From an optimization exercise on the open Yosys and OpenROAD flow, aimed at small area; shortcuts taken in it are not production practice.
The RTL was checked by simulation tests, not by an equivalence proof against the original design.

==> run G: inputs <==
==> flow/design.v (excerpt) <==
module axi4_slave #(
    parameter int          NUM_REGS   = 4     ,
    parameter integer      ID_WIDTH   = 4     ,
    parameter integer      ADDR_WIDTH = 32    ,
    parameter integer      DATA_WIDTH = 32    ,
    parameter logic [31:0] BASE_ADDR  = 32'h0
)(
    input  logic                     ACLK,
    input  logic                     ARESETN,
    input  logic [ID_WIDTH-1:0]       S_AXI_AWID     ,
    input  logic [ADDR_WIDTH-1:0]     S_AXI_AWADDR   ,
    input  logic [7:0]                S_AXI_AWLEN    ,
    input  logic [2:0]                S_AXI_AWSIZE   ,
    input  logic [1:0]                S_AXI_AWBURST  ,
    input  logic                      S_AXI_AWVALID  ,
    output logic                      S_AXI_AWREADY  ,
    input  logic [DATA_WIDTH-1:0]     S_AXI_WDATA    ,
    input  logic [(DATA_WIDTH/8)-1:0] S_AXI_WSTRB    ,
    input  logic                      S_AXI_WLAST    ,
    input  logic                      S_AXI_WVALID   ,
    output logic                      S_AXI_WREADY   ,
    output logic [ID_WIDTH-1:0]       S_AXI_BID      ,
    output logic [1:0]                S_AXI_BRESP    ,
    output logic                      S_AXI_BVALID   ,
    input  logic                      S_AXI_BREADY   ,
    input  logic [ID_WIDTH-1:0  ]     S_AXI_ARID     ,
    input  logic [ADDR_WIDTH-1:0]     S_AXI_ARADDR   ,
    input  logic [7:0]                S_AXI_ARLEN    ,
    input  logic [2:0]                S_AXI_ARSIZE   ,
    input  logic [1:0]                S_AXI_ARBURST  ,
    input  logic                      S_AXI_ARVALID  ,
    output logic                      S_AXI_ARREADY  ,
    output logic [ID_WIDTH-1:0  ]     S_AXI_RID      ,
    output logic [DATA_WIDTH-1:0]     S_AXI_RDATA    ,
    output logic [1:0]                S_AXI_RRESP    ,
    output logic                      S_AXI_RLAST    ,
    output logic                      S_AXI_RVALID   ,
    input  logic                      S_AXI_RREADY   ,
    output logic                      write_en        ,
    output logic                      read_en
);
Settings: LEC_CHECK=0, CAP_MARGIN=20, CORE_MARGIN=2, CORE_UTILIZATION=40, PLACE_DENSITY=0.6, SLEW_MARGIN=20; clock period 200.0 ns.
standard.sh (not shown) runs the stock make flow with config.mk's settings and CLKGATE_MAP_FILE= SYNTH_SCRIPT=/design/flow/synth_recipe.tcl, a recipe that flattens the netlist after the stock synthesis.
==> flow/flow/run.sh <==
#!/bin/bash
# Standard layout, logged.
bash standard.sh > standard.log 2>&1
==> run C: changes against run G <==
--- a/flow/design.v
+++ b/flow/design.v
@@ -207,17 +207,18 @@
 logic [1:0]  read_ptr;
 logic [2:0]  rd_wend;
 logic [1:0]  rd_wstart;
 logic [7:0]  rd_beat;
 logic        ar_err, r_burst_err;
 wire r_idle = (rd_state == RD_IDLE);
 wire r_wait = (rd_state == RD_WAIT);
 wire r_data = (rd_state == RD_DATA);
-wire c1 = (rd_beat == inc8(arlen2_q)) && (arlen2_q != 8'hff) && (araddr_q[1:0] != 2'b00);
+wire [7:0] rd_beat_m1 = dec8(rd_beat);
+wire c1 = (rd_beat_m1 == arlen2_q) && (rd_beat != 8'd0) && (araddr_q[1:0] != 2'b00);
 wire c2 = ~c1 && (rd_beat == arlen2_q) && (araddr_q[4] || lt2(read_ptr, araddr_q[3:2]));
 wire c3 = ~c1 && ~c2 && (arburst_q == 2'b11);
 wire cn = ~c1 && ~c2 && ~c3;
 wire r_beat = cn && S_AXI_RREADY && (rd_beat != 8'd0);
 axi4_slave_wrap u_rwrap (
     .ACLK(ACLK), .load(r_wait), .first(r_wait),
     .A(S_AXI_ARADDR), .L(arlen_q), .S(arsize_q),
     .A_q(araddr_q), .wend(rd_wend), .wstart(rd_wstart)
@@ -284,17 +285,17 @@
         end else begin
             arlen2_q <= S_AXI_ARLEN;
             rd_beat  <= inc8(arlen_q);
         end
     end
     if (r_data) begin
         if (c1 || c2) ar_err <= 1'b1;
         if (r_beat) begin
-            rd_beat <= dec8(rd_beat);
+            rd_beat <= rd_beat_m1;
             if (rd_beat != 8'd1) begin
                 case (arburst_q)
                     2'b01: begin
                         if (~gt8(arlen2_q, {6'd0, read_ptr})) ar_err   <= 1'b1;
                         else                                  read_ptr <= read_ptr + 2'd1;
                     end
                     2'b10: begin
                         if ({read_ptr == 2'd3, read_ptr + 2'd1} == rd_wend) read_ptr <= rd_wstart;
@@ -350,42 +351,47 @@
             r[i+1] = dstep(r[i], bits[11-i], L, 8);
     end
     always_ff @(posedge ACLK) begin
         if (load) begin
             R_q <= r[12];
             A_q <= A[11:0];
         end
     end
-    wire [7:0]  rm = (S == 2'd0) ? r[12] : (S == 2'd1) ? r[11] : r[10];
-    wire [11:0] X  = (S == 2'd0) ? A_q : (S == 2'd1) ? {1'b0, A_q[11:1]} : {2'b0, A_q[11:2]};
-    logic [11:0] Y;
-    logic [7:0]  n;
+    wire [7:0] rm = (S == 2'd0) ? r[12] : (S == 2'd1) ? r[11] : r[10];
+    wire [7:0] X8 = (S == 2'd0) ? A_q[7:0] : (S == 2'd1) ? A_q[8:1] : A_q[9:2];
+    wire hz = (S == 2'd0) ? (A_q[11:8] == 4'h0) : (S == 2'd1) ? (A_q[11:9] == 3'h0) : (A_q[11:10] == 2'h0);
+    wire ho = (S == 2'd0) ? (A_q[11:8] == 4'hf) : (S == 2'd1) ? (A_q[11:9] == 3'h7) : (A_q[11:10] == 2'h3);
+    logic [8:0] s9;
     always_comb begin
         logic c;
-        logic [7:0] nr;
+        logic [7:0] n, nr;
         nr = ~rm;
         c  = 1'b1;
         for (int k = 0; k < 8; k++) begin           
             n[k] = L[k] ^ nr[k] ^ c;
             c    = (L[k] & nr[k]) | (L[k] & c) | (nr[k] & c);
         end
         c = 1'b1;
-        for (int k = 0; k < 12; k++) begin          
-            logic nk;
-            nk   = (k < 8) ? n[k] : 1'b0;
-            Y[k] = X[k] ^ nk ^ c;
-            c    = (X[k] & nk) | (X[k] & c) | (nk & c);
+        for (int k = 0; k < 8; k++) begin           
+            s9[k] = X8[k] ^ n[k] ^ c;
+            c     = (X8[k] & n[k]) | (X8[k] & c) | (n[k] & c);
         end
+        s9[8] = c;
     end
-    wire [1:0] Z = X[1:0] - rm[1:0];
+    wire lo_ok = (s9[7:3] == 5'd0) &&
+                 ((S == 2'd0) ? (s9[2:0] != 3'd0 && (!s9[2] || s9[1:0] == 2'd0)) :
+                  (S == 2'd1) ? (!s9[2] && s9[1:0] != 2'd0 && s9[1:0] != 2'd3) :
+                                (s9[2:0] == 3'd1));
+    wire hit = lo_ok && ((hz && !s9[8]) || (ho && s9[8]));
+    wire [1:0] Z = X8[1:0] - rm[1:0];
     always_comb begin
         wend   = 3'd0;
         wstart = 2'd0;
-        case (S)
-            2'd0: if (Y[11:3] == 9'd0 && Y[2:0] != 3'd0 && (Y[2:0] == 3'd4 || !Y[2]))
-                                                     begin wend = Y[2:0];         wstart = Z; end
-            2'd1: if (Y[10:2] == 9'd0 && Y[1:0] != 2'd0 && Y[1:0] != 2'd3)
-                                                     begin wend = {Y[1:0], 1'b0}; wstart = {Z[0], 1'b0}; end
-            default: if (Y[9:0] == 10'd1)            begin wend = 3'd4;           wstart = 2'd0; end
-        endcase
+        if (hit) begin
+            case (S)
+                2'd0:    begin wend = s9[2:0];         wstart = Z;            end
+                2'd1:    begin wend = {s9[1:0], 1'b0}; wstart = {Z[0], 1'b0}; end
+                default: begin wend = 3'd4;            wstart = 2'd0;         end
+            endcase
+        end
     end
 endmodule
==> flow/flow/run.sh (replaced) <==
#!/bin/bash
# Standard ORFS layout with three changes, each tool logging to its own file:
#  - synthesis maps the logic with an area-oriented ABC script (flow/abc_area.script)
#    instead of ORFS's delay-oriented one; everything else in synthesis is unchanged,
#    so the registers are the standard synthesis's;
#  - each port gets the smallest buffer (buf_1) instead of clkdlybuf4s50_1;
#  - the clock tree uses smaller clock buffers and no dummy loads.
set -e
HERE=$(pwd)
rm -rf scripts_area
cp -r "$FLOW_HOME/scripts" scripts_area
cp flow/abc_area.script scripts_area/abc_speed.script
export SCRIPTS_DIR=$HERE/scripts_area
export BUFFER_PORTS_ARGS="-buffer_cell sky130_fd_sc_hd__buf_1"
export CTS_ARGS="-sink_clustering_enable -repair_clock_nets -dont_use_dummy_load -buf_list sky130_fd_sc_hd__clkbuf_8 -sink_clustering_size 20 -sink_clustering_max_diameter 60"
bash standard.sh > standard.log 2>&1
==> flow/flow/abc_area.script (new file) <==
strash
balance
rewrite
refactor
balance
rewrite
rewrite -z
balance
refactor -z
rewrite -z
balance
dch -f
amap -m
topo
==> flow/config.mk (replaced) <==
export PLATFORM = sky130hd
export DESIGN_NAME = axi4_slave
export DESIGN_NICKNAME = axi4_slave
export VERILOG_FILES = /design/flow/design.v
export SDC_FILE = /design/flow/constraint.sdc
export NUM_CORES = 4
export LEC_CHECK = 0
export CAP_MARGIN = 20
export CORE_MARGIN = 2
export CORE_UTILIZATION = 40
export GPL_TIMING_DRIVEN = 0
export PLACE_DENSITY = 0.6
export SLEW_MARGIN = 20
==> run D: changes against run G <==
--- a/flow/design.v
+++ b/flow/design.v
@@ -207,17 +207,18 @@
 logic [1:0]  read_ptr;
 logic [2:0]  rd_wend;
 logic [1:0]  rd_wstart;
 logic [7:0]  rd_beat;
 logic        ar_err, r_burst_err;
 wire r_idle = (rd_state == RD_IDLE);
 wire r_wait = (rd_state == RD_WAIT);
 wire r_data = (rd_state == RD_DATA);
-wire c1 = (rd_beat == inc8(arlen2_q)) && (arlen2_q != 8'hff) && (araddr_q[1:0] != 2'b00);
+wire [7:0] rd_beat_m1 = dec8(rd_beat);
+wire c1 = (rd_beat_m1 == arlen2_q) && (rd_beat != 8'd0) && (araddr_q[1:0] != 2'b00);
 wire c2 = ~c1 && (rd_beat == arlen2_q) && (araddr_q[4] || lt2(read_ptr, araddr_q[3:2]));
 wire c3 = ~c1 && ~c2 && (arburst_q == 2'b11);
 wire cn = ~c1 && ~c2 && ~c3;
 wire r_beat = cn && S_AXI_RREADY && (rd_beat != 8'd0);
 axi4_slave_wrap u_rwrap (
     .ACLK(ACLK), .load(r_wait), .first(r_wait),
     .A(S_AXI_ARADDR), .L(arlen_q), .S(arsize_q),
     .A_q(araddr_q), .wend(rd_wend), .wstart(rd_wstart)
@@ -284,17 +285,17 @@
         end else begin
             arlen2_q <= S_AXI_ARLEN;
             rd_beat  <= inc8(arlen_q);
         end
     end
     if (r_data) begin
         if (c1 || c2) ar_err <= 1'b1;
         if (r_beat) begin
-            rd_beat <= dec8(rd_beat);
+            rd_beat <= rd_beat_m1;
             if (rd_beat != 8'd1) begin
                 case (arburst_q)
                     2'b01: begin
                         if (~gt8(arlen2_q, {6'd0, read_ptr})) ar_err   <= 1'b1;
                         else                                  read_ptr <= read_ptr + 2'd1;
                     end
                     2'b10: begin
                         if ({read_ptr == 2'd3, read_ptr + 2'd1} == rd_wend) read_ptr <= rd_wstart;
@@ -350,42 +351,47 @@
             r[i+1] = dstep(r[i], bits[11-i], L, 8);
     end
     always_ff @(posedge ACLK) begin
         if (load) begin
             R_q <= r[12];
             A_q <= A[11:0];
         end
     end
-    wire [7:0]  rm = (S == 2'd0) ? r[12] : (S == 2'd1) ? r[11] : r[10];
-    wire [11:0] X  = (S == 2'd0) ? A_q : (S == 2'd1) ? {1'b0, A_q[11:1]} : {2'b0, A_q[11:2]};
-    logic [11:0] Y;
-    logic [7:0]  n;
+    wire [7:0] rm = (S == 2'd0) ? r[12] : (S == 2'd1) ? r[11] : r[10];
+    wire [7:0] X8 = (S == 2'd0) ? A_q[7:0] : (S == 2'd1) ? A_q[8:1] : A_q[9:2];
+    wire hz = (S == 2'd0) ? (A_q[11:8] == 4'h0) : (S == 2'd1) ? (A_q[11:9] == 3'h0) : (A_q[11:10] == 2'h0);
+    wire ho = (S == 2'd0) ? (A_q[11:8] == 4'hf) : (S == 2'd1) ? (A_q[11:9] == 3'h7) : (A_q[11:10] == 2'h3);
+    logic [8:0] s9;
     always_comb begin
         logic c;
-        logic [7:0] nr;
+        logic [7:0] n, nr;
         nr = ~rm;
         c  = 1'b1;
         for (int k = 0; k < 8; k++) begin           
             n[k] = L[k] ^ nr[k] ^ c;
             c    = (L[k] & nr[k]) | (L[k] & c) | (nr[k] & c);
         end
         c = 1'b1;
-        for (int k = 0; k < 12; k++) begin          
-            logic nk;
-            nk   = (k < 8) ? n[k] : 1'b0;
-            Y[k] = X[k] ^ nk ^ c;
-            c    = (X[k] & nk) | (X[k] & c) | (nk & c);
+        for (int k = 0; k < 8; k++) begin           
+            s9[k] = X8[k] ^ n[k] ^ c;
+            c     = (X8[k] & n[k]) | (X8[k] & c) | (n[k] & c);
         end
+        s9[8] = c;
     end
-    wire [1:0] Z = X[1:0] - rm[1:0];
+    wire lo_ok = (s9[7:3] == 5'd0) &&
+                 ((S == 2'd0) ? (s9[2:0] != 3'd0 && (!s9[2] || s9[1:0] == 2'd0)) :
+                  (S == 2'd1) ? (!s9[2] && s9[1:0] != 2'd0 && s9[1:0] != 2'd3) :
+                                (s9[2:0] == 3'd1));
+    wire hit = lo_ok && ((hz && !s9[8]) || (ho && s9[8]));
+    wire [1:0] Z = X8[1:0] - rm[1:0];
     always_comb begin
         wend   = 3'd0;
         wstart = 2'd0;
-        case (S)
-            2'd0: if (Y[11:3] == 9'd0 && Y[2:0] != 3'd0 && (Y[2:0] == 3'd4 || !Y[2]))
-                                                     begin wend = Y[2:0];         wstart = Z; end
-            2'd1: if (Y[10:2] == 9'd0 && Y[1:0] != 2'd0 && Y[1:0] != 2'd3)
-                                                     begin wend = {Y[1:0], 1'b0}; wstart = {Z[0], 1'b0}; end
-            default: if (Y[9:0] == 10'd1)            begin wend = 3'd4;           wstart = 2'd0; end
-        endcase
+        if (hit) begin
+            case (S)
+                2'd0:    begin wend = s9[2:0];         wstart = Z;            end
+                2'd1:    begin wend = {s9[1:0], 1'b0}; wstart = {Z[0], 1'b0}; end
+                default: begin wend = 3'd4;            wstart = 2'd0;         end
+            endcase
+        end
     end
 endmodule
==> flow/flow/run.sh (replaced) <==
#!/bin/bash
# Standard ORFS layout with three changes, each tool logging to its own file:
#  - synthesis maps the logic with an area-oriented ABC script (flow/abc_area.script)
#    instead of ORFS's delay-oriented one; everything else in synthesis is unchanged,
#    so the registers are the standard synthesis's;
#  - each port gets the smallest buffer (buf_1) instead of clkdlybuf4s50_1;
#  - the clock tree uses smaller clock buffers and no dummy loads.
set -e
HERE=$(pwd)
rm -rf scripts_area
cp -r "$FLOW_HOME/scripts" scripts_area
cp flow/abc_area.script scripts_area/abc_speed.script
export SCRIPTS_DIR=$HERE/scripts_area
export BUFFER_PORTS_ARGS="-buffer_cell sky130_fd_sc_hd__buf_1"
export CTS_ARGS="-sink_clustering_enable -repair_clock_nets -dont_use_dummy_load -buf_list sky130_fd_sc_hd__clkbuf_8 -sink_clustering_size 20 -sink_clustering_max_diameter 60"
bash standard.sh > standard.log 2>&1
==> flow/flow/abc_area.script (new file) <==
strash
balance
rewrite
refactor
balance
rewrite
rewrite -z
balance
refactor -z
rewrite -z
balance
dch -f
amap -m
topo
==> flow/config.mk (replaced) <==
export PLATFORM = sky130hd
export DESIGN_NAME = axi4_slave
export DESIGN_NICKNAME = axi4_slave
export VERILOG_FILES = /design/flow/design.v
export SDC_FILE = /design/flow/constraint.sdc
export NUM_CORES = 4
export LEC_CHECK = 0
export CAP_MARGIN = 5
export CORE_MARGIN = 2
export CORE_UTILIZATION = 65
export PLACE_DENSITY = 0.75
export SLEW_MARGIN = 5
==> run E: changes against run G <==
==> flow/flow/run.sh (replaced) <==
#!/bin/bash
# Standard ORFS layout with three changes, each tool logging to its own file:
#  - synthesis maps the logic with an area-oriented ABC script (flow/abc_area.script)
#    instead of ORFS's delay-oriented one; everything else in synthesis is unchanged,
#    so the registers are the standard synthesis's;
#  - each port gets the smallest buffer (buf_1) instead of clkdlybuf4s50_1;
#  - the clock tree uses smaller clock buffers and no dummy loads.
set -e
HERE=$(pwd)
rm -rf scripts_area
cp -r "$FLOW_HOME/scripts" scripts_area
cp flow/abc_area.script scripts_area/abc_speed.script
export SCRIPTS_DIR=$HERE/scripts_area
export BUFFER_PORTS_ARGS="-buffer_cell sky130_fd_sc_hd__buf_1"
export CTS_ARGS="-sink_clustering_enable -repair_clock_nets -dont_use_dummy_load -buf_list sky130_fd_sc_hd__clkbuf_8 -sink_clustering_size 20 -sink_clustering_max_diameter 60"
bash standard.sh > standard.log 2>&1
==> flow/flow/abc_area.script (new file) <==
strash
balance
rewrite
refactor
balance
rewrite
rewrite -z
balance
refactor -z
rewrite -z
balance
dch -f
amap -m
topo
==> comparison table <==
quantity                                                                            run C                    run G                      run D                       run E
Mapped Cells                                                                        1,750                    2,357                      1,750                       1,817
Initial antenna violation count                                                         7                        9                          1                           8
Post-route core utilization                                                         45.3%                    46.4%                      71.9%                       44.7%
First-pass detailed-route iteration total                                               8                        5                          7                           7
Startpoint of the lowest-slack hold path                      S_AXI_RDATA[31]$_DFFE_PN0P_        wstrb_err$_DFF_P_        arid_q[2]$_DFFE_PP_  S_AXI_RDATA[4]$_DFFE_PN0P_
Total placed cells including tap cells                                              2,648                    3,350                      2,420                       2,744
Die H                                                                              235 um                   258 um                     185 um                      237 um
Maximum number of pins on one net before global-route repair                           71                       65                         71                          71
Status                                                            complete, no violations  complete, no violations    complete, no violations     complete, no violations
Number of cell rows                                                                    84                       93                         66                          85
Multiplexer fraction of the synthesized cell area                                 0.0527%                    11.3%                    0.0527%                      0.104%
Syn Std Cell Area                                                             21,400 um^2              25,900 um^2                21,400 um^2                 21,700 um^2
Placer Congestion                                                                   0.874                    0.885                      0.912                       0.870
Top metal layer carrying routed signals                                              met5                     met5                       met4                        met5
Synth cell types                                                                       47                      108                         47                          52
Slowest cell on the critical path                              sky130_fd_sc_hd__a2111oi_0   sky130_fd_sc_hd__or3_1  sky130_fd_sc_hd__a221oi_1  sky130_fd_sc_hd__a2111oi_0
Area of the multi-input gates                                                 12,200 um^2              16,400 um^2                12,100 um^2                 12,400 um^2
Vias in the first global route                                                     16,200                   19,400                     16,400                      16,600

==> afterwards: timing with drivers on the ports <==
The results above use ideal ports. As a check the final layouts listed here were re-extracted and re-timed, cells and wires unchanged.
Step 1: set_driving_cell puts a clkbuf_16 on ACLK and a buf_2 on each other input, an assumption about the parent block.
Step 2, shift: input delay + t, output delay - t, t = (earliest + latest rising clock arrival at the registers) / 2. This alone moves slack from input paths to output paths.
Three values: ideal, step 1, step 2; two values: the first two.
| run | shift t [ns] | slack for setup (ns) | slew at the worst register clock pin (ns) | worst slew at a driven data input, ns |
|---|---|---|---|---|
| run G | 0.603 | 96.217 / 96.246 / 95.643 | 0.06 / 0.06 | 0.12 |
| run C | 0.635 | 98.255 / 98.230 / 97.595 | 0.12 / 0.12 | 0.12 |
| run D | 0.644 | 99.081 / 99.105 / 98.461 | 0.12 / 0.12 | 0.09 |
| run E | 0.657 | 100.689 / 100.673 / 100.015 | 0.12 / 0.12 | 0.12 |
After both steps setup and hold are still met in every run listed. For run E, which loses most, drivers alone change the setup slack by -0.016 ns; drivers and shift together by -0.674 ns.
